Background: an optimization exercise with open tools, aiming at small area. Do not read the settings as production practice.
Only simulation tests tie the RTL to the original design; equivalence was not proved.
Power is estimated from default activity; no workload was simulated.

==> garnet: inputs <==
Design gomoku, start of the top module:
module gomoku(
    input        clk,
    input        rst,
    input        Btn0,
    output [3:0] VGA_R,     output [3:0] VGA_G,  output [3:0] VGA_B,
    output       VGA_HS,    output       VGA_VS,
    output [3:0] KeyPadRow, input  [3:0] KeyPadCol,
    output [7:0] Dot_row,
    output [7:0] Dot1_col,
    output [7:0] Dot2_col,
    output [6:0] HEX0,      output [6:0] HEX1
);
==> flow/config.mk <==
export PLATFORM = sky130hd
export DESIGN_NAME = gomoku
export DESIGN_NICKNAME = gomoku
export VERILOG_FILES = /design/flow/design.v
export SDC_FILE = /design/flow/constraint.sdc
export NUM_CORES = 8
export LEC_CHECK = 0
export ABC_AREA = 0
export CAP_MARGIN = 5
export CORE_MARGIN = 2
export CORE_UTILIZATION = 70
export SLEW_MARGIN = 5
==> flow/constraint.sdc <==
create_clock -name core_clock -period 12.0 [get_ports {clk}]
set_input_delay 2.4000 -clock core_clock [delete_from_list [all_inputs] [get_ports {clk}]]
set_output_delay 2.4000 -clock core_clock [all_outputs]
set_load 0.01 [all_outputs]
standard.sh (not shown) runs the stock make flow with config.mk's settings and CLKGATE_MAP_FILE= SYNTH_SCRIPT=/design/flow/synth_recipe.tcl, a recipe that flattens the netlist after the stock synthesis.
==> flow/flow/run.sh <==
#!/bin/bash
# Layout flow: the standard ORFS flow (same config.mk, same steps and
# synthesis script) with four changes:
#   - ABC maps the logic with flow/abc.script (area oriented, no buffering)
#   - adders are left to ABC (no separate half/full adder mapping)
#   - the port buffers are sky130_fd_sc_hd__buf_1
#   - clock tree synthesis inserts no dummy loads
# Each tool's full output is kept under orfs/logs; make's own output in make.log.
set -euo pipefail
W=$(pwd)
cat > "$W/flow_synth.tcl" <<EOS
proc abc {args} {
  set i [lsearch \$args -script]
  if {\$i >= 0} { lset args [expr {\$i + 1}] $W/flow/abc.script }
  yosys abc {*}\$args
}
source $W/synth_recipe.tcl
EOS
make -C "$FLOW_HOME" DESIGN_CONFIG="$W/config.mk" WORK_HOME="$W/orfs" CLKGATE_MAP_FILE= \
    SYNTH_SCRIPT="$W/flow_synth.tcl" ADDER_MAP_FILE= \
    BUFFER_PORTS_ARGS="-buffer_cell sky130_fd_sc_hd__buf_1" \
    CTS_ARGS="-sink_clustering_enable -repair_clock_nets -sink_clustering_size 8 -sink_clustering_max_diameter 40 -buf_list sky130_fd_sc_hd__clkbuf_4 -dont_use_dummy_load" \
    finish > "$W/make.log" 2>&1
R="$W/orfs/results/$FLOW_PLATFORM/gomoku/base"
: # left out here: write the final layout as DEF
==> flow/flow/abc.script <==
strash
dc2
dch -f
amap
&get -n
&st
&deepsyn -T 60
&dch -f
&nf -p -R 1000 -C 32 -F 8
&put
==> violet (differences from garnet) <==
--- a/flow/design.v
+++ b/flow/design.v
@@ -10,44 +10,20 @@
     output [7:0] Dot2_col,
     output [6:0] HEX0,      output [6:0] HEX1
 );
     reg [5:0] ph;
     always @(posedge clk or negedge rst) begin
         if (!rst) ph <= 6'd2;
-        else      ph <= inc6(ph);
+        else      ph <= ph + 6'd1;
     end
     wire       en_vga = ~ph[0];
     wire       tick   = ph[1] & ph[0];
     wire [1:0] krow   = ph[3:2];
     wire [2:0] drow   = ph[5:3] + {2'b00, ph[2] & ph[1]};
     assign KeyPadRow = ~(4'b0001 << krow);
     assign Dot_row   = ~(8'b00000001 << drow);
-    function [5:0] inc6;
-        input [5:0] x;
-        integer b;
-        reg t;
-        begin
-            t = 1'b1;
-            for (b = 0; b < 6; b = b + 1) begin
-                inc6[b] = x[b] ^ t;
-                t = t & x[b];
-            end
-        end
-    endfunction
-    function [3:0] dec4;
-        input [3:0] x;
-        integer b;
-        reg t;
-        begin
-            t = 1'b1;
-            for (b = 0; b < 4; b = b + 1) begin
-                dec4[b] = x[b] ^ t;
-                t = t & ~x[b];
-            end
-        end
-    endfunction
     function ge5;                
         input [4:0] x;
         input [4:0] c;
         integer b;
         begin
             ge5 = 1'b1;
@@ -111,52 +87,55 @@
                     kc  <= kc_now;
                     ev1 <= 1'b1;
                 end
             end else if (kst == 3'd7) begin
                 kst <= 3'd0;
             end else begin
-                kst <= key_any ? 3'd1 : inc6({3'd0, kst}) ;
+                kst <= key_any ? 3'd1 : kst + 3'd1;
             end
         end
     end
     wire key_valid = tick & ev2;
     reg       cp;            
+    reg       lp;            
     reg [1:0] place_result;
     reg       game_over;
     reg       turn_reset;
     reg       pending;       
     reg       btn0_prev;
     reg [3:0] cur_r, cur_c;
     reg       occ_reg;       
     reg       win1, win2;    
     wire      timeout_pulse;
     wire      occ_t_now;     
     reg [4:0] hc, hx, vc, vy;    
-    reg       urun;          
+    reg [3:0] ust;           
     wire [3:0] tr, tc;       
     wire confirm  = (~Btn0 & btn0_prev) | (key_valid && kc == 3'd4);
     wire key_dir   = ~kc[2];
-    wire do_move  = key_valid && !game_over && !pending && urun;
+    wire do_move  = key_valid && !game_over && !pending && (ust == 4'd8);
     always @(posedge clk or negedge rst) begin
         if (!rst) begin
             cp           <= 1'b0;
+            lp           <= 1'b0;
             place_result <= 2'b00;
             game_over    <= 1'b0;
             turn_reset   <= 1'b0;
             pending      <= 1'b0;
             btn0_prev    <= 1'b1;
             cur_r        <= 4'd0;
             cur_c        <= 4'd0;
             occ_reg      <= 1'b0;
         end else begin
             turn_reset <= 1'b0;
             btn0_prev  <= Btn0;
+            lp         <= cp;
             if (pending) begin
                 pending <= 1'b0;
                 occ_reg <= 1'b1;
-                if ((cp ^ turn_reset) ? win2 : win1) game_over <= 1'b1;
+                if (lp ? win2 : win1) game_over <= 1'b1;
                 else begin
                     cp         <= ~cp;
                     turn_reset <= 1'b1;
                 end
             end
             if (do_move) occ_reg <= occ_t_now;
@@ -202,15 +181,15 @@
             end else if (!game_over) begin
                 if (tend) begin
                     tcnt <= 9'd0;
                     if (sec_t != 4'd0 || sec_o != 4'd0) begin
                         if (sec_o == 4'd0) begin
                             sec_o <= 4'd9;
-                            sec_t <= dec4(sec_t);
+                            sec_t <= sec_t - 4'd1;
                         end else begin
-                            sec_o <= dec4(sec_o);
+                            sec_o <= sec_o - 4'd1;
                         end
                         if (sec_t == 4'd0 && sec_o == 4'd1) tout <= 1'b1;
                     end
                 end else begin
                     tcnt <= {tcnt[7:0], ~(tcnt[8] ^ tcnt[4])};
                 end
@@ -256,15 +235,14 @@
     wire trig_key = tick && (kst == 3'd0) && key_any;
     wire [1:0] mv_now = kc_now[1:0];
     wire mv_ok = ~kc_now[2] &&
                  ((kc_now[1:0] == 2'd0) ? (cur_r != 4'd0) : (kc_now[1:0] == 2'd1) ? (cur_r != 4'd15) :
                   (kc_now[1:0] == 2'd2) ? (cur_c != 4'd0) : (cur_c != 4'd15));
     wire trig = trig_key & mv_ok;
-    wire [3:0] s  = trig ? 4'd0 : ({1'b0, ev2, ph[1:0]} + 4'd1);
-    wire busy = trig | (urun & (ev1 | ev2));
-    wire uswap = urun & ~ev1 & ~ev2;
+    wire [3:0] s  = trig ? 4'd0 : ust;
+    wire busy = trig | ((ust != 4'd0) && (ust != 4'd9));
     wire [1:0] m  = trig ? mv_now : kc[1:0];
     assign tr = step4(cur_r, ~m[1], ~m[0]);
     assign tc = step4(cur_c, m[1], ~m[0]);
     reg signed [4:0] k;
     always @(*) begin
         case (s)
@@ -350,31 +328,33 @@
             end
             fin[e] = second_n & (cpk[e] ? rx[2*e+1] : rx[2*e]);
         end
     end
     always @(posedge clk or negedge rst) begin
         if (!rst) begin
-            urun  <= 1'b0;
+            ust   <= 4'd0;
             acc1  <= 1'b0;
             acc2  <= 1'b0;
             win1  <= 1'b0;
             win2  <= 1'b0;
             occ_t <= 1'b0;
             rx    <= 12'd0;
             ry    <= 12'd0;
         end else begin
             rx <= rx_d;
             ry <= ry_d;
             if (trig) begin
-                urun <= 1'b1;
+                ust  <= 4'd1;
                 acc1 <= 1'b0;
                 acc2 <= 1'b0;
-            end else if (uswap) begin
-                urun <= 1'b0;
+            end else if (ust == 4'd9) begin
+                ust  <= 4'd0;
                 win1 <= acc1;
                 win2 <= acc2;
+            end else if (ust != 4'd0) begin
+                ust <= ust + 4'd1;
             end
             if (busy) begin
                 if (is_h) begin
                     occ_t <= cor[0];
                     if (h1) acc1 <= 1'b1;
                     if (h2) acc2 <= 1'b1;
@@ -391,23 +371,23 @@
             hc <= 5'd25; hx <= 5'd4;
             vc <= 5'd18; vy <= 5'd5;
         end else if (en_vga) begin
             if (h_wrap) begin
                 hc <= 5'd0; hx <= 5'd0;
             end else if (hx == 5'd27) begin
-                hc <= inc6({1'b0, hc}); hx <= 5'd0;
+                hc <= hc + 5'd1; hx <= 5'd0;
             end else begin
-                hx <= inc6({1'b0, hx});
+                hx <= hx + 5'd1;
             end
             if (h_last) begin
                 if (vc == 5'd18 && vy == 5'd20) begin
                     vc <= 5'd0; vy <= 5'd0;
                 end else if (vy == 5'd27) begin
-                    vc <= inc6({1'b0, vc}); vy <= 5'd0;
+                    vc <= vc + 5'd1; vy <= 5'd0;
                 end else begin
-                    vy <= inc6({1'b0, vy});
+                    vy <= vy + 5'd1;
                 end
             end
         end
     end
     wire h0 = (hc == 5'd25) && (hx == 5'd4);           
     wire hs_on = ge10({hc, hx}, {5'd20, 5'd1}) & ~ge10({hc, hx}, {5'd23, 5'd13});
@@ -420,13 +400,13 @@
     wire vis_y = ge10({vc, vy}, {5'd18, 5'd5}) | ~ge10({vc, vy}, {5'd16, 5'd16});
     wire visible  = vis_x & vis_y;
     wire in_board = ~hc[4] & ~vc[4];
     reg [1:0] vcell;         
     wire in_sq_x  = ge5(hx, 5'd4) & ~ge5(hx, 5'd24);
     wire vtail    = ge5(hx, 5'd24);                    
-    assign nc     = hc[4] ? 4'd0 : (vtail ? inc6({2'b0, hc[3:0]}) : hc[3:0]);
+    assign nc     = hc[4] ? 4'd0 : hc[3:0] + {3'd0, vtail};
     wire vref     = ~busy & (hc[4] | ~in_sq_x);
     wire vw       = wen & (cur_r == vc[3:0]) & (cur_c == nc);
     always @(posedge clk or negedge rst) begin
         if (!rst) vcell <= 2'b00;
         else      vcell <= (vref ? {cqr[0], cor[0]} : vcell) | {vw & cp, vw};
     end
==> flow/flow/run.sh (replaced) <==
#!/bin/bash
# Layout flow: the standard ORFS flow (same config.mk, same steps and
# synthesis script) with three changes:
#   - ABC maps the logic with flow/abc.script (area oriented, no buffering)
#   - the port buffers are sky130_fd_sc_hd__buf_1
#   - clock tree synthesis inserts no dummy loads
# Each tool's full output is kept under orfs/logs; make's own output in make.log.
set -euo pipefail
W=$(pwd)
cat > "$W/flow_synth.tcl" <<EOS
proc abc {args} {
  set i [lsearch \$args -script]
  if {\$i >= 0} { lset args [expr {\$i + 1}] $W/flow/abc.script }
  yosys abc {*}\$args
}
source $W/synth_recipe.tcl
EOS
make -C "$FLOW_HOME" DESIGN_CONFIG="$W/config.mk" WORK_HOME="$W/orfs" CLKGATE_MAP_FILE= \
    SYNTH_SCRIPT="$W/flow_synth.tcl" \
    BUFFER_PORTS_ARGS="-buffer_cell sky130_fd_sc_hd__buf_1" \
    CTS_ARGS="-sink_clustering_enable -repair_clock_nets -sink_clustering_size 8 -sink_clustering_max_diameter 40 -buf_list sky130_fd_sc_hd__clkbuf_4 -dont_use_dummy_load" \
    finish > "$W/make.log" 2>&1
R="$W/orfs/results/$FLOW_PLATFORM/gomoku/base"
: # left out here: write the final layout as DEF
==> notes <==
Clock-buffer cell count: violet is higher than garnet (1).
Between garnet and violet, the lower cell area is in garnet (gap 2.8%, measured against violet).
Between violet and garnet, the lower die area is in garnet (gap 2.8%, measured against garnet).
Against violet, the clock skew of garnet is higher by 24 ps.
In critical path depth, violet and garnet do not differ.
Of garnet and violet, violet has the higher total power (gap about 33%, measured against violet).
violet produced a clean layout. garnet ran to the end with no violations.
In violet the cell count is higher than in garnet, by about 3.7%.
Against violet, the global-route usage of garnet is higher by 2.3 points.


==> inputs of 04-14 <==
gomoku, a different RTL version from the one above (not shown whole).
Design gomoku, start of the top module:
module gomoku(
    input        clk,
    input        rst,
    input        Btn0,
    output [3:0] VGA_R,     output [3:0] VGA_G,  output [3:0] VGA_B,
    output       VGA_HS,    output       VGA_VS,
    output [3:0] KeyPadRow, input  [3:0] KeyPadCol,
    output [7:0] Dot_row,
    output [7:0] Dot1_col,
    output [7:0] Dot2_col,
    output [6:0] HEX0,      output [6:0] HEX1
);
Settings: LEC_CHECK=0, ABC_AREA=0, CAP_MARGIN=20, CORE_MARGIN=2, CORE_UTILIZATION=30, SLEW_MARGIN=20; clock period 12.0 ns.
run.sh (not shown) runs the stock make flow with config.mk's settings and CLKGATE_MAP_FILE= SYNTH_SCRIPT=/design/flow/synth_recipe.tcl, a recipe that flattens the netlist after the stock synthesis.
Stock flow here: none of the scripts above is used.
==> 12-05 (differences from 04-14) <==
--- a/flow/config.mk
+++ b/flow/config.mk
@@ -9,4 +9,4 @@
 export CAP_MARGIN = 20
 export CORE_MARGIN = 2
-export CORE_UTILIZATION = 30
+export CORE_UTILIZATION = 60
 export SLEW_MARGIN = 20
==> comparison table <==
item                                                                   12-05              04-14
Global-route wire length before repair                                183 mm             192 mm
Area after DPL                                                   0.0350 mm^2        0.0361 mm^2
Half-perimeter wire length after placement                           82.6 mm            86.3 mm
Post-route clock period utilization                                    0.871              0.871
Number of well taps                                                      756               1500
Fraction of layout cells with a size suffix above 1                   0.0960             0.0996
Hold endpoint                                              bp2[13]$_DFF_PN0_  bp2[78]$_DFF_PN0_
Proportion of power drawn by flip-flops and latches                    0.269              0.267
Post-route standard cell area excluding fillers                  0.0376 mm^2        0.0386 mm^2
CP max FO                                                                 19                 13
Non-clock buffer total of the final layout                               153                167
Outcome                                             timing/DRC/antenna clean  timing/DRC/antenna clean
Inserted Clock Buffers                                                    69                 72
Worst Clk Skew                                                     0.0377 ns          0.0340 ns
Slew @ Worst Pin                                                     1.19 ns            1.22 ns
Clock latency on the worst-skew pair                                 0.65 ns            0.66 ns
Relative contribution of the clock network to total power              0.260              0.264
Die W                                                                 241 um             340 um
Clock-cell share of area                                              0.0661             0.0648
Met3 WL post-DR                                                      15.0 mm            12.1 mm
Metal2 WL                                                            53.0 mm            55.8 mm
Pre-antenna DRT Iters                                                      8                 10
Worst slew slack as a fraction of its limit                            0.201              0.174
Met1 global-route usage                                                0.551              0.300


==> xenon <==
Another version of the RTL of gomoku (not shown whole).
Settings: LEC_CHECK=0, ABC_AREA=0, CAP_MARGIN=5, CORE_MARGIN=2, CORE_UTILIZATION=70, PLACE_DENSITY=0.75, SLEW_MARGIN=5; clock period 12.0 ns.
standard.sh (not shown) runs the stock make flow with config.mk's settings and CLKGATE_MAP_FILE= SYNTH_SCRIPT=/design/flow/synth_recipe.tcl, a recipe that flattens the netlist after the stock synthesis.
==> flow/flow/run.sh <==
#!/bin/bash
# Layout flow: the standard ORFS flow (same config.mk, same steps and
# synthesis script) with three changes:
#   - ABC maps the logic with flow/abc.script (area oriented, no buffering)
#   - the port buffers are sky130_fd_sc_hd__buf_1
#   - clock tree synthesis inserts no dummy loads
# Each tool's full output is kept under orfs/logs; make's own output in make.log.
set -euo pipefail
W=$(pwd)
cat > "$W/flow_synth.tcl" <<EOS
proc abc {args} {
  set i [lsearch \$args -script]
  if {\$i >= 0} { lset args [expr {\$i + 1}] $W/flow/abc.script }
  yosys abc {*}\$args
}
source $W/synth_recipe.tcl
EOS
make -C "$FLOW_HOME" DESIGN_CONFIG="$W/config.mk" WORK_HOME="$W/orfs" CLKGATE_MAP_FILE= \
    SYNTH_SCRIPT="$W/flow_synth.tcl" \
    BUFFER_PORTS_ARGS="-buffer_cell sky130_fd_sc_hd__buf_1" \
    CTS_ARGS="-sink_clustering_enable -repair_clock_nets -sink_clustering_size 8 -sink_clustering_max_diameter 40 -buf_list sky130_fd_sc_hd__clkbuf_4 -dont_use_dummy_load" \
    finish > "$W/make.log" 2>&1
R="$W/orfs/results/$FLOW_PLATFORM/gomoku/base"
: # left out here: write the final layout as DEF
Scripts as last shown in full above: flow/flow/abc.script
==> inputs of harbor, as changes to xenon <==
--- a/flow/design.v
+++ b/flow/design.v
@@ -16,50 +16,16 @@
         else      ph <= ph + 6'd1;
     end
     wire       en_vga = ~ph[0];
     wire       tick   = ph[1] & ph[0];
     wire [1:0] krow   = ph[3:2];
     wire [2:0] drow   = ph[5:3] + {2'b00, ph[2] & ph[1]};
     assign KeyPadRow = ~(4'b0001 << krow);
     assign Dot_row   = ~(8'b00000001 << drow);
-    function ge5;                
-        input [4:0] x;
-        input [4:0] c;
-        integer b;
-        begin
-            ge5 = 1'b1;
-            for (b = 0; b < 5; b = b + 1)
-                ge5 = c[b] ? (x[b] & ge5) : (x[b] | ge5);
-        end
-    endfunction
-    function ge10;               
-        input [9:0] x;
-        input [9:0] c;
-        integer b;
-        begin
-            ge10 = 1'b1;
-            for (b = 0; b < 10; b = b + 1)
-                ge10 = c[b] ? (x[b] & ge10) : (x[b] | ge10);
-        end
-    endfunction
-    function [3:0] step4;
-        input [3:0] x;
-        input       en;
-        input       dn;
-        integer b;
-        reg t;
-        begin
-            t = en;
-            for (b = 0; b < 4; b = b + 1) begin
-                step4[b] = x[b] ^ t;
-                t = t & (x[b] ^ dn);
-            end
-        end
-    endfunction
     wire key_any = (KeyPadCol != 4'b1111);
     reg [3:0] key_now;
     always @(*) begin
         key_now = 4'h0;
         case (krow)
             2'd0: key_now = !KeyPadCol[3] ? 4'h0 : !KeyPadCol[2] ? 4'h1 : !KeyPadCol[1] ? 4'h4 : 4'h7;
             2'd1: key_now = !KeyPadCol[3] ? 4'hA : !KeyPadCol[2] ? 4'h2 : !KeyPadCol[1] ? 4'h5 : 4'h8;
             2'd2: key_now = !KeyPadCol[3] ? 4'hB : !KeyPadCol[2] ? 4'h3 : !KeyPadCol[1] ? 4'h6 : 4'h9;
@@ -91,50 +57,52 @@
                 kst <= 3'd0;
             end else begin
                 kst <= key_any ? 3'd1 : kst + 3'd1;
             end
         end
     end
     wire key_valid = tick & ev2;
     reg       cp;            
+    reg       lp;            
     reg [1:0] place_result;
     reg       game_over;
     reg       turn_reset;
     reg       pending;       
     reg       btn0_prev;
     reg [3:0] cur_r, cur_c;
     reg       occ_reg;       
     reg       win1, win2;    
     wire      timeout_pulse;
     wire      occ_t_now;     
-    reg [4:0] hc, hx, vc, vy;    
-    reg       urun;          
+    reg [3:0] ust;           
     wire [3:0] tr, tc;       
     wire confirm  = (~Btn0 & btn0_prev) | (key_valid && kc == 3'd4);
     wire key_dir   = ~kc[2];
-    wire do_move  = key_valid && !game_over && !pending && urun;
+    wire do_move  = key_valid && !game_over && !pending && (ust == 4'd8);
     always @(posedge clk or negedge rst) begin
         if (!rst) begin
             cp           <= 1'b0;
+            lp           <= 1'b0;
             place_result <= 2'b00;
             game_over    <= 1'b0;
             turn_reset   <= 1'b0;
             pending      <= 1'b0;
             btn0_prev    <= 1'b1;
             cur_r        <= 4'd0;
             cur_c        <= 4'd0;
             occ_reg      <= 1'b0;
         end else begin
             turn_reset <= 1'b0;
             btn0_prev  <= Btn0;
+            lp         <= cp;
             if (pending) begin
                 pending <= 1'b0;
                 occ_reg <= 1'b1;
-                if ((cp ^ turn_reset) ? win2 : win1) game_over <= 1'b1;
+                if (lp ? win2 : win1) game_over <= 1'b1;
                 else begin
                     cp         <= ~cp;
                     turn_reset <= 1'b1;
                 end
             end
             if (do_move) occ_reg <= occ_t_now;
             if (!game_over && !pending) begin
                 if (timeout_pulse) begin
@@ -230,22 +198,21 @@
         end
     end
     wire trig_key = tick && (kst == 3'd0) && key_any;
     wire [1:0] mv_now = kc_now[1:0];
     wire mv_ok = ~kc_now[2] &&
                  ((kc_now[1:0] == 2'd0) ? (cur_r != 4'd0) : (kc_now[1:0] == 2'd1) ? (cur_r != 4'd15) :
                   (kc_now[1:0] == 2'd2) ? (cur_c != 4'd0) : (cur_c != 4'd15));
     wire trig = trig_key & mv_ok;
-    wire [3:0] s  = trig ? 4'd0 : ({1'b0, ev2, ph[1:0]} + 4'd1);
-    wire busy = trig | (urun & (ev1 | ev2));
-    wire uswap = urun & ~ev1 & ~ev2;
+    wire [3:0] s  = trig ? 4'd0 : ust;
+    wire busy = trig | ((ust != 4'd0) && (ust != 4'd9));
     wire [1:0] m  = trig ? mv_now : kc[1:0];
-    assign tr = step4(cur_r, ~m[1], ~m[0]);
-    assign tc = step4(cur_c, m[1], ~m[0]);
+    assign tr = (m == 2'd0) ? cur_r - 4'd1 : (m == 2'd1) ? cur_r + 4'd1 : cur_r;
+    assign tc = (m == 2'd2) ? cur_c - 4'd1 : (m == 2'd3) ? cur_c + 4'd1 : cur_c;
     reg signed [4:0] k;
     always @(*) begin
         case (s)
             4'd0: k = -5'sd4;
             4'd1: k =  5'sd4;
             4'd2: k = -5'sd3;
             4'd3: k =  5'sd3;
             4'd4: k = -5'sd2;
@@ -269,37 +236,35 @@
                 assign col_o[gi] = occ[16*gi + gj];
                 assign col_q[gi] = bp2[16*gi + gj];
             end
             gk_sel16 u_o (.s(pasel), .d(col_o), .o(po[gj]));
             gk_sel16 u_q (.s(pasel), .d(col_q), .o(pq[gj]));
         end
     endgenerate
     wire [2:0] co, cq, cor, cqr;
-    wire [3:0] nc;           
-    wire [3:0] va = busy ? tc : nc;
-    gk_mux16 u_pv_o (.a(va),      .d(po), .o(cor[0]));
-    gk_mux16 u_pv_q (.a(va),      .d(pq), .o(cqr[0]));
+    gk_mux16 u_pv_o (.a(tc),      .d(po), .o(cor[0]));
+    gk_mux16 u_pv_q (.a(tc),      .d(pq), .o(cqr[0]));
     gk_mux16 u_pd_o (.a(cd[3:0]), .d(po), .o(cor[1]));
     gk_mux16 u_pd_q (.a(cd[3:0]), .d(pq), .o(cqr[1]));
     gk_mux16 u_pa_o (.a(ca[3:0]), .d(po), .o(cor[2]));
     gk_mux16 u_pa_q (.a(ca[3:0]), .d(pq), .o(cqr[2]));
     wire [2:0] pk_ok = {row_ok & ~ca[4], row_ok & ~cd[4], row_ok};
     assign co = cor & pk_ok;
     assign cq = cqr & pk_ok;
     wire [5:0] cpk = {cq, co & ~cq};       
     reg [11:0] rx, ry;
     reg acc1, acc2;
     reg occ_t;
     integer e;
     wire [11:0] hwin;
     genvar gq;
     generate
         for (gq = 0; gq < 12; gq = gq + 1) begin : g_hw
-            assign hwin[gq] = ge5({1'b0, tc}, gq) & ~ge5({1'b0, tc}, gq + 5);
+            assign hwin[gq] = (tc >= gq) && (tc <= gq + 4);
         end
     endgenerate
     wire [15:0] tcsel = 16'd1 << tc;
     wire h1, h2;
     gk_run5 u_h1 (.m((po & ~pq) | tcsel), .w(hwin), .y(h1));
     gk_run5 u_h2 (.m(pq | tcsel),         .w(hwin), .y(h2));
     wire is_h = (k == 5'sd0);
     assign occ_t_now = ((s == 4'd8) && is_h) ? cor[0] : occ_t;
@@ -324,47 +289,50 @@
                 rx_d[2*e +: 2] = ry[2*e +: 2];
                 ry_d[2*e +: 2] = {cpk[e] & ~s_first & (rx[2*e+1] ^ rx[2*e]), cpk[e] & (s_first | ~rx[2*e])};
             end
             fin[e] = second_n & (cpk[e] ? rx[2*e+1] : rx[2*e]);
         end
     end
     always @(posedge clk or negedge rst) begin
         if (!rst) begin
-            urun  <= 1'b0;
+            ust   <= 4'd0;
             acc1  <= 1'b0;
             acc2  <= 1'b0;
             win1  <= 1'b0;
             win2  <= 1'b0;
             occ_t <= 1'b0;
             rx    <= 12'd0;
             ry    <= 12'd0;
         end else begin
             rx <= rx_d;
             ry <= ry_d;
             if (trig) begin
-                urun <= 1'b1;
+                ust  <= 4'd1;
                 acc1 <= 1'b0;
                 acc2 <= 1'b0;
-            end else if (uswap) begin
-                urun <= 1'b0;
+            end else if (ust == 4'd9) begin
+                ust  <= 4'd0;
                 win1 <= acc1;
                 win2 <= acc2;
+            end else if (ust != 4'd0) begin
+                ust <= ust + 4'd1;
             end
             if (busy) begin
                 if (is_h) begin
                     occ_t <= cor[0];
                     if (h1) acc1 <= 1'b1;
                     if (h2) acc2 <= 1'b1;
                 end
                 if (|fin[2:0]) acc1 <= 1'b1;
                 if (|fin[5:3]) acc2 <= 1'b1;
             end
         end
     end
+    reg [4:0] hc, hx, vc, vy;
     wire h_last = (hc == 5'd25) && (hx == 5'd3);      
     wire h_wrap = (hc == 5'd28) && (hx == 5'd15);     
     always @(posedge clk or negedge rst) begin
         if (!rst) begin
             hc <= 5'd25; hx <= 5'd4;
             vc <= 5'd18; vy <= 5'd5;
         end else if (en_vga) begin
             if (h_wrap) begin
@@ -381,44 +349,55 @@
                     vc <= vc + 5'd1; vy <= 5'd0;
                 end else begin
                     vy <= vy + 5'd1;
                 end
             end
         end
     end
     wire h0 = (hc == 5'd25) && (hx == 5'd4);           
-    wire hs_on = ge10({hc, hx}, {5'd20, 5'd1}) & ~ge10({hc, hx}, {5'd23, 5'd13});
+    wire hs_on = ({hc, hx} >= {5'd20, 5'd1}) && ({hc, hx} <= {5'd23, 5'd12});
     assign VGA_HS = ~hs_on;
     wire vs_on = h0 ? ((vc == 5'd16 && vy == 5'd27) || (vc == 5'd17 && vy == 5'd0))
                     : (vc == 5'd16 && (vy == 5'd26 || vy == 5'd27));
     assign VGA_VS = ~vs_on;
-    wire left_border = ge10({hc, hx}, {5'd25, 5'd4});                  
-    wire vis_x = left_border | ~ge10({hc, hx}, {5'd19, 5'd12});
-    wire vis_y = ge10({vc, vy}, {5'd18, 5'd5}) | ~ge10({vc, vy}, {5'd16, 5'd16});
+    wire left_border = (hc >= 5'd26) || (hc == 5'd25 && hx >= 5'd4);    
+    wire vis_x = left_border || (hc < 5'd19) || (hc == 5'd19 && hx < 5'd12);
+    wire vis_y = (vc == 5'd18 && vy >= 5'd5) || (vc < 5'd16) || (vc == 5'd16 && vy < 5'd16);
     wire visible  = vis_x & vis_y;
     wire in_board = ~hc[4] & ~vc[4];
-    reg [1:0] vcell;         
-    wire in_sq_x  = ge5(hx, 5'd4) & ~ge5(hx, 5'd24);
-    wire vtail    = ge5(hx, 5'd24);                    
-    assign nc     = hc[4] ? 4'd0 : hc[3:0] + {3'd0, vtail};
-    wire vref     = ~busy & (hc[4] | ~in_sq_x);
-    wire vw       = wen & (cur_r == vc[3:0]) & (cur_c == nc);
+    reg [1:0] vcur, vnxt;    
+    wire [3:0] nc = hc[4] ? 4'd0 : hc[3:0] + 4'd1;
+    wire nxt_ok = ~busy & ((~hc[4] & (hc[3:0] != 4'd15)) | left_border);
+    wire [15:0] hcsel = 16'd1 << hc[3:0];
+    wire [15:0] ncsel = hc[4] ? 16'd1 : {hcsel[14:0], 1'b0};
+    wire pn_o, pn_q;
+    gk_sel16 u_vn_o (.s(ncsel), .d(po), .o(pn_o));
+    gk_sel16 u_vn_q (.s(ncsel), .d(pq), .o(pn_q));
+    wire wr_nxt = wen & (cur_r == vc[3:0]) & (cur_c == nc);
+    wire is_cursor = (vc[3:0] == cur_r) && (hc[3:0] == cur_c);
+    wire wr_cur = wen & is_cursor;
+    wire enter = en_vga & (h_wrap | (hx == 5'd27));
+    wire [1:0] vnxt_d = (nxt_ok ? {pn_q, pn_o} : vnxt) | {wr_nxt & cp, wr_nxt};
     always @(posedge clk or negedge rst) begin
-        if (!rst) vcell <= 2'b00;
-        else      vcell <= (vref ? {cqr[0], cor[0]} : vcell) | {vw & cp, vw};
+        if (!rst) begin
+            vcur <= 2'b00;
+            vnxt <= 2'b00;
+        end else begin
+            vnxt <= vnxt_d;
+            vcur <= enter ? vnxt_d : (vcur | {wr_cur & cp, wr_cur});
+        end
     end
-    wire v_occ = vcell[0];
-    wire v_p2  = vcell[1];
-    wire is_cursor = (vc[3:0] == cur_r) && (hc[3:0] == cur_c);
+    wire v_occ = vcur[0];
+    wire v_p2  = vcur[1];
     wire grid_pixel = (hx == 5'd0) || (vy == 5'd0) || (hx == 5'd27) || (vy == 5'd27);
-    wire in_stone   = in_sq_x & ge5(vy, 5'd4) & ~ge5(vy, 5'd24);
-    wire cur_outline = ~ge5(hx, 5'd2) | ~ge5(vy, 5'd2) | ge5(hx, 5'd26) | ge5(vy, 5'd26);
-    wire cur_cross  = (ge5(hx, 5'd13) & ~ge5(hx, 5'd16) & ge5(vy, 5'd8) & ~ge5(vy, 5'd21)) |
-                      (ge5(vy, 5'd13) & ~ge5(vy, 5'd16) & ge5(hx, 5'd8) & ~ge5(hx, 5'd21));
+    wire in_stone   = (hx >= 5'd4) && (hx < 5'd24) && (vy >= 5'd4) && (vy < 5'd24);
+    wire cur_outline = (hx < 5'd2) || (vy < 5'd2) || (hx >= 5'd26) || (vy >= 5'd26);
+    wire cur_cross  = ((hx >= 5'd13) && (hx <= 5'd15) && (vy >= 5'd8) && (vy <= 5'd20)) ||
+                      ((vy >= 5'd13) && (vy <= 5'd15) && (hx >= 5'd8) && (hx <= 5'd20));
     reg [3:0] r_o, g_o, b_o;
     always @(*) begin
         r_o = 4'h0; g_o = 4'h0; b_o = 4'h0;
         if (visible) begin
             r_o = 4'hD; g_o = 4'h9; b_o = 4'h4;
             if (in_board) begin
                 if (grid_pixel) begin
                     r_o = 4'h0; g_o = 4'h6; b_o = 4'h0;
--- a/flow/flow/run.sh
+++ b/flow/flow/run.sh
@@ -13,12 +13,12 @@
   if {\$i >= 0} { lset args [expr {\$i + 1}] $W/flow/abc.script }
   yosys abc {*}\$args
 }
 source $W/synth_recipe.tcl
 EOS
 make -C "$FLOW_HOME" DESIGN_CONFIG="$W/config.mk" WORK_HOME="$W/orfs" CLKGATE_MAP_FILE= \
     SYNTH_SCRIPT="$W/flow_synth.tcl" \
     BUFFER_PORTS_ARGS="-buffer_cell sky130_fd_sc_hd__buf_1" \
-    CTS_ARGS="-sink_clustering_enable -repair_clock_nets -sink_clustering_size 8 -sink_clustering_max_diameter 40 -buf_list sky130_fd_sc_hd__clkbuf_4 -dont_use_dummy_load" \
+    CTS_ARGS="-sink_clustering_enable -repair_clock_nets -sink_clustering_size 15 -sink_clustering_max_diameter 60 -buf_list sky130_fd_sc_hd__clkbuf_8 -dont_use_dummy_load" \
     finish > "$W/make.log" 2>&1
 R="$W/orfs/results/$FLOW_PLATFORM/gomoku/base"
 : # left out here: write the final layout as DEF
==> flow/flow/abc.script (replaced) <==
&get -n
&st
&dch
&nf
&put
Settings changed: PLACE_DENSITY 0.75 to unset, SYNTH_HIERARCHICAL set to 1, SYNTH_MINIMUM_KEEP_SIZE set to 0.
==> inputs of yarrow, as changes to xenon <==
--- a/flow/design.v
+++ b/flow/design.v
@@ -91,50 +91,53 @@
                 kst <= 3'd0;
             end else begin
                 kst <= key_any ? 3'd1 : kst + 3'd1;
             end
         end
     end
     wire key_valid = tick & ev2;
     reg       cp;            
+    reg       lp;            
     reg [1:0] place_result;
     reg       game_over;
     reg       turn_reset;
     reg       pending;       
     reg       btn0_prev;
     reg [3:0] cur_r, cur_c;
     reg       occ_reg;       
     reg       win1, win2;    
     wire      timeout_pulse;
     wire      occ_t_now;     
     reg [4:0] hc, hx, vc, vy;    
-    reg       urun;          
+    reg [3:0] ust;           
     wire [3:0] tr, tc;       
     wire confirm  = (~Btn0 & btn0_prev) | (key_valid && kc == 3'd4);
     wire key_dir   = ~kc[2];
-    wire do_move  = key_valid && !game_over && !pending && urun;
+    wire do_move  = key_valid && !game_over && !pending && (ust == 4'd8);
     always @(posedge clk or negedge rst) begin
         if (!rst) begin
             cp           <= 1'b0;
+            lp           <= 1'b0;
             place_result <= 2'b00;
             game_over    <= 1'b0;
             turn_reset   <= 1'b0;
             pending      <= 1'b0;
             btn0_prev    <= 1'b1;
             cur_r        <= 4'd0;
             cur_c        <= 4'd0;
             occ_reg      <= 1'b0;
         end else begin
             turn_reset <= 1'b0;
             btn0_prev  <= Btn0;
+            lp         <= cp;
             if (pending) begin
                 pending <= 1'b0;
                 occ_reg <= 1'b1;
-                if ((cp ^ turn_reset) ? win2 : win1) game_over <= 1'b1;
+                if (lp ? win2 : win1) game_over <= 1'b1;
                 else begin
                     cp         <= ~cp;
                     turn_reset <= 1'b1;
                 end
             end
             if (do_move) occ_reg <= occ_t_now;
             if (!game_over && !pending) begin
                 if (timeout_pulse) begin
@@ -230,19 +233,18 @@
         end
     end
     wire trig_key = tick && (kst == 3'd0) && key_any;
     wire [1:0] mv_now = kc_now[1:0];
     wire mv_ok = ~kc_now[2] &&
                  ((kc_now[1:0] == 2'd0) ? (cur_r != 4'd0) : (kc_now[1:0] == 2'd1) ? (cur_r != 4'd15) :
                   (kc_now[1:0] == 2'd2) ? (cur_c != 4'd0) : (cur_c != 4'd15));
     wire trig = trig_key & mv_ok;
-    wire [3:0] s  = trig ? 4'd0 : ({1'b0, ev2, ph[1:0]} + 4'd1);
-    wire busy = trig | (urun & (ev1 | ev2));
-    wire uswap = urun & ~ev1 & ~ev2;
+    wire [3:0] s  = trig ? 4'd0 : ust;
+    wire busy = trig | ((ust != 4'd0) && (ust != 4'd9));
     wire [1:0] m  = trig ? mv_now : kc[1:0];
     assign tr = step4(cur_r, ~m[1], ~m[0]);
     assign tc = step4(cur_c, m[1], ~m[0]);
     reg signed [4:0] k;
     always @(*) begin
         case (s)
             4'd0: k = -5'sd4;
             4'd1: k =  5'sd4;
@@ -269,17 +271,17 @@
                 assign col_o[gi] = occ[16*gi + gj];
                 assign col_q[gi] = bp2[16*gi + gj];
             end
             gk_sel16 u_o (.s(pasel), .d(col_o), .o(po[gj]));
             gk_sel16 u_q (.s(pasel), .d(col_q), .o(pq[gj]));
         end
     endgenerate
     wire [2:0] co, cq, cor, cqr;
-    wire [3:0] nc;           
+    wire [3:0] nc = hc[4] ? 4'd0 : hc[3:0] + 4'd1;
     wire [3:0] va = busy ? tc : nc;
     gk_mux16 u_pv_o (.a(va),      .d(po), .o(cor[0]));
     gk_mux16 u_pv_q (.a(va),      .d(pq), .o(cqr[0]));
     gk_mux16 u_pd_o (.a(cd[3:0]), .d(po), .o(cor[1]));
     gk_mux16 u_pd_q (.a(cd[3:0]), .d(pq), .o(cqr[1]));
     gk_mux16 u_pa_o (.a(ca[3:0]), .d(po), .o(cor[2]));
     gk_mux16 u_pa_q (.a(ca[3:0]), .d(pq), .o(cqr[2]));
     wire [2:0] pk_ok = {row_ok & ~ca[4], row_ok & ~cd[4], row_ok};
@@ -324,35 +326,37 @@
                 rx_d[2*e +: 2] = ry[2*e +: 2];
                 ry_d[2*e +: 2] = {cpk[e] & ~s_first & (rx[2*e+1] ^ rx[2*e]), cpk[e] & (s_first | ~rx[2*e])};
             end
             fin[e] = second_n & (cpk[e] ? rx[2*e+1] : rx[2*e]);
         end
     end
     always @(posedge clk or negedge rst) begin
         if (!rst) begin
-            urun  <= 1'b0;
+            ust   <= 4'd0;
             acc1  <= 1'b0;
             acc2  <= 1'b0;
             win1  <= 1'b0;
             win2  <= 1'b0;
             occ_t <= 1'b0;
             rx    <= 12'd0;
             ry    <= 12'd0;
         end else begin
             rx <= rx_d;
             ry <= ry_d;
             if (trig) begin
-                urun <= 1'b1;
+                ust  <= 4'd1;
                 acc1 <= 1'b0;
                 acc2 <= 1'b0;
-            end else if (uswap) begin
-                urun <= 1'b0;
+            end else if (ust == 4'd9) begin
+                ust  <= 4'd0;
                 win1 <= acc1;
                 win2 <= acc2;
+            end else if (ust != 4'd0) begin
+                ust <= ust + 4'd1;
             end
             if (busy) begin
                 if (is_h) begin
                     occ_t <= cor[0];
                     if (h1) acc1 <= 1'b1;
                     if (h2) acc2 <= 1'b1;
                 end
                 if (|fin[2:0]) acc1 <= 1'b1;
@@ -391,31 +395,38 @@
     wire vs_on = h0 ? ((vc == 5'd16 && vy == 5'd27) || (vc == 5'd17 && vy == 5'd0))
                     : (vc == 5'd16 && (vy == 5'd26 || vy == 5'd27));
     assign VGA_VS = ~vs_on;
     wire left_border = ge10({hc, hx}, {5'd25, 5'd4});                  
     wire vis_x = left_border | ~ge10({hc, hx}, {5'd19, 5'd12});
     wire vis_y = ge10({vc, vy}, {5'd18, 5'd5}) | ~ge10({vc, vy}, {5'd16, 5'd16});
     wire visible  = vis_x & vis_y;
     wire in_board = ~hc[4] & ~vc[4];
-    reg [1:0] vcell;         
-    wire in_sq_x  = ge5(hx, 5'd4) & ~ge5(hx, 5'd24);
-    wire vtail    = ge5(hx, 5'd24);                    
-    assign nc     = hc[4] ? 4'd0 : hc[3:0] + {3'd0, vtail};
-    wire vref     = ~busy & (hc[4] | ~in_sq_x);
-    wire vw       = wen & (cur_r == vc[3:0]) & (cur_c == nc);
+    reg [1:0] vcur, vnxt;    
+    wire nxt_ok = ~busy & ((~hc[4] & (hc[3:0] != 4'd15)) | left_border);
+    wire pn_o = cor[0];
+    wire pn_q = cqr[0];
+    wire wr_nxt = wen & (cur_r == vc[3:0]) & (cur_c == nc);
+    wire is_cursor = (vc[3:0] == cur_r) && (hc[3:0] == cur_c);
+    wire wr_cur = wen & is_cursor;
+    wire enter = en_vga & (h_wrap | (hx == 5'd27));
+    wire [1:0] vnxt_d = (nxt_ok ? {pn_q, pn_o} : vnxt) | {wr_nxt & cp, wr_nxt};
     always @(posedge clk or negedge rst) begin
-        if (!rst) vcell <= 2'b00;
-        else      vcell <= (vref ? {cqr[0], cor[0]} : vcell) | {vw & cp, vw};
+        if (!rst) begin
+            vcur <= 2'b00;
+            vnxt <= 2'b00;
+        end else begin
+            vnxt <= vnxt_d;
+            vcur <= enter ? vnxt_d : (vcur | {wr_cur & cp, wr_cur});
+        end
     end
-    wire v_occ = vcell[0];
-    wire v_p2  = vcell[1];
-    wire is_cursor = (vc[3:0] == cur_r) && (hc[3:0] == cur_c);
+    wire v_occ = vcur[0];
+    wire v_p2  = vcur[1];
     wire grid_pixel = (hx == 5'd0) || (vy == 5'd0) || (hx == 5'd27) || (vy == 5'd27);
-    wire in_stone   = in_sq_x & ge5(vy, 5'd4) & ~ge5(vy, 5'd24);
+    wire in_stone   = ge5(hx, 5'd4) & ~ge5(hx, 5'd24) & ge5(vy, 5'd4) & ~ge5(vy, 5'd24);
     wire cur_outline = ~ge5(hx, 5'd2) | ~ge5(vy, 5'd2) | ge5(hx, 5'd26) | ge5(vy, 5'd26);
     wire cur_cross  = (ge5(hx, 5'd13) & ~ge5(hx, 5'd16) & ge5(vy, 5'd8) & ~ge5(vy, 5'd21)) |
                       (ge5(vy, 5'd13) & ~ge5(vy, 5'd16) & ge5(hx, 5'd8) & ~ge5(hx, 5'd21));
     reg [3:0] r_o, g_o, b_o;
     always @(*) begin
         r_o = 4'h0; g_o = 4'h0; b_o = 4'h0;
         if (visible) begin
             r_o = 4'hD; g_o = 4'h9; b_o = 4'h4;
==> flow/flow/abc.script (replaced) <==
strash
dc2
dch -f
amap
&get -n
&st
&syn3
&dch -f
&nf -p -R 1000 -C 32 -F 8
&put
Settings changed: PLACE_DENSITY 0.75 to unset.
==> results.yml <==
worst_setup_path:
  worstSetupEndpoint: "ry[5]"
  r2r_cells: 30
  cp_top_family: "simple AND/OR/NAND/NOR gates"
status:
  status: "timing/DRC/antenna clean"
cells_and_area:
  multi_input_area_share_pct: 40.23
  nMultiInputCombCells: 1759
clock_network:
  cts_made_buffers: 93
  insertion_delay_ps: 880
detailed_routing:
  drt_first_pass_iters: 10
logic_synthesis:
  synth_xor_area_share_pct: 1.711
timing:
  max_slew.worst_pin.slew_ps: 1234
global_routing:
  grt_pass1_vias: 23010
(the above is from yarrow)
==> results.yml <==
cells_and_area:
  nMultiInputCombCells: 1863
  multi_input_area_share_pct: 41.93
global_routing:
  grt_pass1_vias: 23640
status:
  status: "timing/DRC/antenna clean"
logic_synthesis:
  synth_xor_area_share_pct: 1.461
clock_network:
  cts_made_buffers: 50
detailed_routing:
  drt_first_pass_iters: 5
worst_setup_path:
  worstSetupEndpoint: "ry[1]"
timing:
  max_slew.worst_pin.slew_ps: 1309
(the above is from harbor)
==> results.yml <==
status:
  status: "timing/DRC/antenna clean"
global_routing:
  grt_pass1_vias: 22950
cells_and_area:
  multi_input_area_share_pct: 40.00
worst_setup_path:
  r2r_cells: 32
  cp_top_family: "compound AO/OA/AOI/OAI gates"
timing:
  max_slew.worst_pin.slew_ps: 1236
(the above is from xenon)

-- port drivers added, routing unchanged --
No port has a modelled driver above. Below, the same layouts with a new extraction and two added sets of constraints.
Step 1, drivers: a clkbuf_16 drives clk and a buf_2 each remaining input, both assumed.
Step 2, shift: input delay + t, output delay - t, t = (earliest + latest rising clock arrival at the registers) / 2. This alone moves slack from input paths to output paths.
Slacks: ideal / step 1 / step 2; pairs: ideal / step 1.
run | t, ns | setup slack, ns | hold slack, ns | worst register clock-pin slew, ns
garnet | 0.869 | 1.567 / 1.587 / 0.718 | 0.459 / 0.459 / 0.459 | 0.10 / 0.10
violet | 0.882 | 1.445 / 1.480 / 0.598 | 0.460 / 0.460 / 0.460 | 0.10 / 0.10
04-14 | 0.714 | 1.546 / 1.588 / 0.874 | 0.467 / 0.467 / 0.467 | 0.07 / 0.07
12-05 | 0.694 | 1.545 / 1.565 / 0.872 | 0.467 / 0.467 / 0.467 | 0.07 / 0.07
xenon | 0.848 | 1.238 / 1.273 / 0.425 | 0.435 / 0.435 / 0.435 | 0.09 / 0.09
harbor | 0.692 | 1.279 / 1.314 / 0.622 | 0.461 / 0.461 / 0.461 | 0.10 / 0.10
yarrow | 0.884 | 1.237 / 1.274 / 0.390 | 0.460 / 0.460 / 0.460 | 0.10 / 0.10
After both steps every run listed still meets setup and hold. For garnet, which loses most, drivers alone change the setup slack by +0.020 ns; drivers and shift together by -0.849 ns.
